What follows belongs to an exercise in optimizing a design on an open flow for small area, a short achievable clock period and few clock cycles; a production flow would make more cautious choices.
Where RTL was checked, it was by simulation tests only, not by an equivalence proof against the original.
The clock port is modelled as an ideal driver, which makes a skipped or thinned clock tree look cheaper than it is; a real chip needs a root buffer or a tree.
Power and IR drop assume default switching activity.

## v6
Design LBP, start of the top module:
module LBP ( clk, reset, gray_addr, gray_req, gray_ready, gray_data, lbp_addr, lbp_valid, lbp_data, finish);
Size: roughly 380 cells after synthesis.
clock: 4.0 ns
lec_check: 0
cap_margin: 20
core_margin: 2
core_utilization: 40
slew_margin: 20
standard.sh (not shown) runs the stock make flow with config.mk's settings and CLKGATE_MAP_FILE= SYNTH_SCRIPT=/design/flow/synth_recipe.tcl, a recipe that flattens the netlist after the stock synthesis.
==> flow/flow/run.sh <==
#!/bin/bash
# Layout flow: the standard synthesis, then the ORFS flow with port buffers, clock tree
# and timing repair chosen here (see params.sh). Each tool's output is logged in this folder.
set -euo pipefail
W=$PWD
source flow/params.sh
bash standard.sh synth > synth.log 2>&1
make -C "$FLOW_HOME" DESIGN_CONFIG="$FLOW_CONFIG" WORK_HOME="$W/orfs" CLKGATE_MAP_FILE= \
  SYNTH_SCRIPT="$W/synth_recipe.tcl" "${PARAMS[@]}" finish > layout.log 2>&1
R=$W/orfs/results/$FLOW_PLATFORM/LBP/base
: # left out here: write the final layout as DEF
==> flow/flow/params.sh <==
PARAMS=(
  CORE_UTILIZATION=40 CORE_MARGIN=2 CAP_MARGIN=20 SLEW_MARGIN=20
  SETUP_SLACK_MARGIN=2.0
  "BUFFER_PORTS_ARGS=-buffer_cell sky130_fd_sc_hd__buf_2"
  "CTS_ARGS=-sink_clustering_enable -repair_clock_nets -sink_clustering_size 30 -sink_clustering_max_diameter 60 -buf_list sky130_fd_sc_hd__clkbuf_8 -root_buf sky130_fd_sc_hd__clkbuf_16"
)
v6 went all the way through synthesis, placement and routing and the layout is clean on timing, DRC and antenna.
Relative to v6, the following input files were edited for v7:
-- flow/flow/params.sh --
<<< v6, line 3
  SETUP_SLACK_MARGIN=2.0
>>> v7, line 3
  SETUP_SLACK_MARGIN=2.5
- v7 did not stop at any stage, and its layout met the timing, DRC and antenna checks.
- v7: sequential share of layout area lower than v6
- Clock share of power was lower in the run labelled v7.
- Diff v6 -> v7: final cell area excluding filler cells went up, async set-or-reset flop fraction in the synthesized netlist stayed essentially flat.
No functional check of the RTL was part of any run of this note.

* * *

build 8:
The RTL this note starts from:
==> flow/design.v <==
`timescale 1ns/10ps
module LBP ( clk, reset, gray_addr, gray_req, gray_ready, gray_data, lbp_addr, lbp_valid, lbp_data, finish);
input clk;
input reset;
output reg [13:0] gray_addr;
output reg gray_req;
input gray_ready;
input [7:0] gray_data;
output reg [13:0] lbp_addr;
output reg lbp_valid;
output reg [7:0] lbp_data;
output reg finish;
reg [2:0] r;         
reg col_end;         
reg x_last;          
wire [6:0] gx = gray_addr[6:0];
wire [6:0] gy = gray_addr[13:7];
wire strip_end = col_end & x_last;
wire is_last = strip_end & (&gy);
always @(posedge clk or posedge reset) begin
    if (reset) begin
        gray_req <= 1'b0;
        finish <= 1'b0;
        lbp_valid <= 1'b0;
    end else begin
        lbp_valid <= gray_req & (|r[2:1]) & (|gx[6:1]);
        if (gray_req) begin
            if (is_last) begin
                gray_req <= 1'b0;
                finish <= 1'b1;
            end
        end else if (gray_ready & ~finish) begin
            gray_req <= 1'b1;
        end
    end
end
wire [6:0] y_step = {{4{col_end}}, {2{strip_end}}, 1'b1};
always @(posedge clk) begin
    x_last <= &gx;
    if (!gray_req) begin
        gray_addr <= 14'd0;
        r <= 3'd0;
        col_end <= 1'b0;
    end else begin
        r <= r + 3'd1;
        col_end <= (r == 3'd6);
        gray_addr[13:7] <= gy + y_step;
        if (col_end) gray_addr[6:0] <= gx + 7'd1;
    end
end
function [1:0] cmp_merge;
    input [1:0] hi, lo;
    cmp_merge = {hi[1] | (~hi[0] & lo[1]), hi[0] | (~hi[1] & lo[0])};
endfunction
function [1:0] cmp;
    input [7:0] a, b;
    reg [1:0] p0, p1, p2, p3, p4, p5, p6, p7;
    begin
        p0 = {a[0] & ~b[0], ~a[0] & b[0]};
        p1 = {a[1] & ~b[1], ~a[1] & b[1]};
        p2 = {a[2] & ~b[2], ~a[2] & b[2]};
        p3 = {a[3] & ~b[3], ~a[3] & b[3]};
        p4 = {a[4] & ~b[4], ~a[4] & b[4]};
        p5 = {a[5] & ~b[5], ~a[5] & b[5]};
        p6 = {a[6] & ~b[6], ~a[6] & b[6]};
        p7 = {a[7] & ~b[7], ~a[7] & b[7]};
        cmp = cmp_merge(cmp_merge(cmp_merge(p7, p6), cmp_merge(p5, p4)),
                        cmp_merge(cmp_merge(p3, p2), cmp_merge(p1, p0)));
    end
endfunction
reg [7:0] c1, c2, c3, c4, c5, c6, c7, c8, c9;
wire [1:0] k0 = cmp(gray_data, c9);
wire [1:0] k1 = cmp(c1, c9);
wire [1:0] k2 = cmp(c2, c9);
wire [1:0] k8 = cmp(c8, c9);
reg [8:0] d0;    
reg [7:0] d1;    
reg [6:0] d2;    
reg       d8;    
always @(posedge clk) begin
    c1 <= gray_data; c2 <= c1; c3 <= c2; c4 <= c3; c5 <= c4;
    c6 <= c5; c7 <= c6; c8 <= c7; c9 <= c8;
    d0 <= {d0[7:0], ~k0[1]};
    d1 <= {d1[6:0], ~k1[1]};
    d2 <= {d2[5:0], ~k2[1]};
    d8 <= ~k8[1];
    lbp_data <= {~k0[0], ~k8[0], d2[6], ~k1[0], d1[7], ~k2[0], d8, d0[8]};
    lbp_addr <= {gy - 7'd1, gx - 7'd1};
end
endmodule
export LEC_CHECK = 0
export CAP_MARGIN = 20
export CORE_MARGIN = 2
export CORE_UTILIZATION = 50
export SETUP_SLACK_MARGIN = 2.4
export SLEW_MARGIN = 20
create_clock -name core_clock -period 4.0 [get_ports {clk}]
==> flow/flow/run.sh <==
#!/bin/bash
set -euo pipefail
W=$PWD
source flow/params.sh
bash standard.sh synth > synth.log 2>&1
R=$W/orfs/results/$FLOW_PLATFORM/LBP/base
cp "$R/1_2_yosys.v" "$W/standard_1_2_yosys.v"
LIB_FILE="$FLOW_HOME/platforms/$FLOW_PLATFORM/lib/sky130_fd_sc_hd__tt_025C_1v80.lib" \
NETLIST_IN="$W/standard_1_2_yosys.v" NETLIST_OUT="$W/remapped.v" \
DONT_USE="$(cat flow/dont_use.txt)" \
  yosys -c flow/remap.tcl > remap.log 2>&1
cp "$W/remapped.v" "$R/1_2_yosys.v"
bash standard.sh PRE_CTS_TCL="$W/flow/cts_manual.tcl" \
  "BUFFER_PORTS_ARGS=-buffer_cell $PORT_BUF" finish > layout.log 2>&1
==> flow/flow/params.sh <==
# clock tree of flow/cts_manual.tcl: MY_CTS_NX x MY_CTS_NY groups of flip-flops, each
# driven by one MY_CTS_BUF; MY_CTS_ROOT, if set, is a buffer between them and the port.
export MY_CTS_BUF=sky130_fd_sc_hd__clkbuf_16 MY_CTS_NX=1 MY_CTS_NY=4 MY_CTS_ROOT=
PORT_BUF=sky130_fd_sc_hd__buf_2
# ABC script flow/remap.tcl maps the logic with
export ABC_SCRIPT="+strash;dch;map -a;topo;stime"
==> flow/flow/remap.tcl <==
# Re-maps the combinational logic of the standard synthesis's netlist, with the ABC script
# ABC_SCRIPT when it is set (else Yosys's default one). The flip-flops are kept as they
# are (same instances, names and cells): their cell modules are kept as hierarchy,
# everything else is flattened into gates and mapped again.
yosys read_liberty -ignore_miss_func $::env(LIB_FILE)
yosys read_verilog $::env(NETLIST_IN)
yosys hierarchy -top $::env(FLOW_TOP)
yosys setattr -mod -set keep_hierarchy 1 sky130_fd_sc_hd__df*
yosys flatten
yosys opt -purge
yosys techmap
yosys opt
set du {}
foreach c $::env(DONT_USE) { lappend du -dont_use $c }
if {[info exists ::env(ABC_SCRIPT)]} { yosys abc -script $::env(ABC_SCRIPT) -liberty $::env(LIB_FILE) {*}$du } else { yosys abc -liberty $::env(LIB_FILE) {*}$du }
yosys opt_clean -purge
yosys hilomap -singleton -hicell sky130_fd_sc_hd__conb_1 HI -locell sky130_fd_sc_hd__conb_1 LO
yosys splitnets
yosys opt_clean -purge
yosys write_verilog -noattr -noexpr -nohex -nodec $::env(NETLIST_OUT)
yosys stat -liberty $::env(LIB_FILE)
Other scripts of this flow, unchanged in this note and not shown: flow/flow/cts_manual.tcl, flow/flow/dont_use.txt
Build 8 completed; timing, DRC and antenna clean
Testbench counts of build 8, summed over its fixed seeds: cycles 172,040.
## Diff of input files: build 15 against build 8
==> flow/flow/params.sh <==
# clock tree of flow/cts_manual.tcl: MY_CTS_NX x MY_CTS_NY groups of flip-flops, each
# driven by one MY_CTS_BUF; MY_CTS_ROOT, if set, is a buffer between them and the port.
export MY_CTS_BUF=sky130_fd_sc_hd__clkbuf_16 MY_CTS_NX=2 MY_CTS_NY=2 MY_CTS_ROOT=
PORT_BUF=sky130_fd_sc_hd__buf_2
--- a/flow/flow/remap.tcl
+++ b/flow/flow/remap.tcl
@@ -1,4 +1,4 @@
-# Re-maps the combinational logic of the standard synthesis's netlist, with the ABC script
-# ABC_SCRIPT when it is set (else Yosys's default one). The flip-flops are kept as they
-# are (same instances, names and cells): their cell modules are kept as hierarchy,
-# everything else is flattened into gates and mapped again.
+# Re-maps the combinational logic of the standard synthesis's netlist with Yosys's
+# default ABC script. The flip-flops are kept as they are (same instances, names and
+# cells): their cell modules are kept as hierarchy, everything else is flattened into
+# gates and mapped again.
@@ -15 +15 @@
-if {[info exists ::env(ABC_SCRIPT)]} { yosys abc -script $::env(ABC_SCRIPT) -liberty $::env(LIB_FILE) {*}$du } else { yosys abc -liberty $::env(LIB_FILE) {*}$du }
+yosys abc -liberty $::env(LIB_FILE) {*}$du
## What came out
Build 15 reached the final stage; the timing, DRC and antenna checks on its layout passed.
~same instance area after placement in build 8 and build 15
Against build 8, combined flip-flop and latch cell area in build 15 rose slightly.
Sum of routed wire length over all layers: build 15 > build 8
Mean instance size in the synthesized netlist | build 15 above build 8
In build 15, net switching power figure is higher than in build 8.
Taking build 8 as the reference point, the number of cells on the worst reg-to-reg path of build 15 falls by 5.
STATUS first-pass GRT wire length: build 15 wins against build 8
What build 3 does differently from build 15 at the input level:
--- a/flow/flow/params.sh
+++ b/flow/flow/params.sh
@@ -4,0 +5,2 @@
+# ABC script flow/remap.tcl maps the logic with
+export ABC_SCRIPT="+strash;dch;map -a;topo;stime"
--- a/flow/flow/remap.tcl
+++ b/flow/flow/remap.tcl
@@ -1,4 +1,4 @@
-# Re-maps the combinational logic of the standard synthesis's netlist with Yosys's
-# default ABC script. The flip-flops are kept as they are (same instances, names and
-# cells): their cell modules are kept as hierarchy, everything else is flattened into
-# gates and mapped again.
+# Re-maps the combinational logic of the standard synthesis's netlist, with the ABC script
+# ABC_SCRIPT when it is set (else Yosys's default one). The flip-flops are kept as they
+# are (same instances, names and cells): their cell modules are kept as hierarchy,
+# everything else is flattened into gates and mapped again.
@@ -15 +15 @@
-yosys abc -liberty $::env(LIB_FILE) {*}$du
+if {[info exists ::env(ABC_SCRIPT)]} { yosys abc -script $::env(ABC_SCRIPT) -liberty $::env(LIB_FILE) {*}$du } else { yosys abc -liberty $::env(LIB_FILE) {*}$du }
--- a/flow/config.mk
+++ b/flow/config.mk
@@ -11 +11 @@
-export SETUP_SLACK_MARGIN = 2.4
+export SETUP_SLACK_MARGIN = 2.55
Results
- Build 3 did not stop at any stage, and its layout met the timing, DRC and antenna checks.
- Build 15 did not stop at any stage, and its layout met the timing, DRC and antenna checks.
- Summary of build 3 over build 15: power went down; share of power burned in combinational logic went down.
- Build 3: post-route fraction of the period consumed by the critical path is 1.8 points lower than what build 15 reported.
- Per the comparison of build 3 with build 15, global-route usage +1.0 points; clock skew has remained practically unchanged.
- In the tables for build 3 and build 15, detailed route wirelength on metal2 reads higher with build 3.
- Total routed wirelength | build 3 above build 15
- Diff build 15 -> build 3 | area enclosed by the die boundary | increase of 26 sq um
The inputs of build 12 differ from those of build 3 as listed below.
--- a/flow/flow/remap.tcl
+++ b/flow/flow/remap.tcl
@@ -1,4 +1,5 @@
-# Re-maps the combinational logic of the standard synthesis's netlist, with the ABC script
-# ABC_SCRIPT when it is set (else Yosys's default one). The flip-flops are kept as they
-# are (same instances, names and cells): their cell modules are kept as hierarchy,
-# everything else is flattened into gates and mapped again.
+# Re-maps the combinational logic of the standard synthesis's netlist with the ABC script
+# ABC_SCRIPT when set (else Yosys's default one) for the
+# default ABC script. The flip-flops are kept as they are (same instances, names and
+# cells): their cell modules are kept as hierarchy, everything else is flattened into
+# gates and mapped again.
--- a/flow/config.mk
+++ b/flow/config.mk
@@ -11 +11 @@
-export SETUP_SLACK_MARGIN = 2.55
+export SETUP_SLACK_MARGIN = 2.4
--- outcome ---
- Diff build 3 -> build 12: overall fraction of global-route tracks in use has decreased, area overhead of the layout relative to synthesis has decreased, total non-filler cell area in the finished layout has decreased, total internal power has decreased.
- Looking at fraction of power spent switching nets, build 12 sits 0.29 points lower than build 3 does.
- The routed length on met3 in build 12 sits 6.2% below the value recorded for build 3.
- The detailed-route wire length number comes out lower for build 12 vs build 3.
- Est. power | build 12 vs build 3 | build 12 lower
- Build 12 vs build 3, routed via count went down by 3.8%.
- Lower final instance count without filler cells goes to build 12 over build 3.
- Build 12 vs build 3: final-stage net count down by a few percent
Inputs modified between build 12 and build 72:
--- a/flow/flow/remap.tcl
+++ b/flow/flow/remap.tcl
@@ -1,5 +1,4 @@
-# Re-maps the combinational logic of the standard synthesis's netlist with the ABC script
-# ABC_SCRIPT when set (else Yosys's default one) for the
-# default ABC script. The flip-flops are kept as they are (same instances, names and
-# cells): their cell modules are kept as hierarchy, everything else is flattened into
-# gates and mapped again.
+# Re-maps the combinational logic of the standard synthesis's netlist, with the ABC script
+# ABC_SCRIPT when it is set (else Yosys's default one). The flip-flops are kept as they
+# are (same instances, names and cells): their cell modules are kept as hierarchy,
+# everything else is flattened into gates and mapped again.
--- a/flow/config.mk
+++ b/flow/config.mk
@@ -10 +10 @@
-export CORE_UTILIZATION = 50
+export CORE_UTILIZATION = 45
## What came out
Against build 12 as the reference, build 72 delivers a higher routed wire length. Number of search-and-repair iterations in the first detailed-routing pass, build 72 and build 12: lower on build 12. Reported for build 72 and build 12, setup-violating endpoint count in the final report turned out identical to the last digit.
diff inputs: build 72 => build 7
--- a/flow/config.mk
+++ b/flow/config.mk
@@ -10 +10 @@
-export CORE_UTILIZATION = 45
+export CORE_UTILIZATION = 55
Findings:
- | overall fraction of global-route tracks in use | lower: build 72 |
- Hold slack delta (build 7 -> build 72): insignificant
- Setup slack in build 7 is larger than in build 72.
- Any difference in cell-internal power between build 72 and build 7 is small enough to ignore.
- Worst setup path endpoint: gray_addr[9] -> build 72, gray_addr[7] -> build 7
- Any difference in portion of total power attributed to the clock network between build 7 and build 72 is small enough to ignore.
No run of this note takes its clock network from TritonCTS; it comes from the design's own scripts or RTL.

port drivers added, routing unchanged:
Ports are ideal in the flow. The routed layouts listed here were re-timed in OpenROAD. Step 1 assumes that a clkbuf_16 drives the clock port and a buf_2 every other input. Step 2 moves the port delays by t, midway between the first and last clock arrival at a register: inputs arrive t later, outputs are due t later. That takes back most of the time a late clock gives input paths. Three values: no drivers, after step 1, after step 2; two values: the first two.
run	shift t [ns]	setup WS [ns]	worst slew at a driven data input, ns
v6	0.384	2.078 / 2.042 / 1.805	0.03
v7	0.391	2.318 / 2.281 / 1.925	0.05
build 8	0.241	2.439 / 2.371 / 2.304	0.03
build 15	0.251	2.397 / 2.356 / 2.192	0.04
build 3	0.250	2.470 / 2.393 / 2.345	0.04
build 12	0.246	2.466 / 2.391 / 2.302	0.03
build 72	0.253	2.441 / 2.363 / 2.261	0.03
build 7	0.246	2.448 / 2.374 / 2.316	0.04
After both steps setup and hold are still met in every run listed. For v7, which loses most, drivers alone change the setup slack by -0.037 ns; drivers and shift together by -0.393 ns.
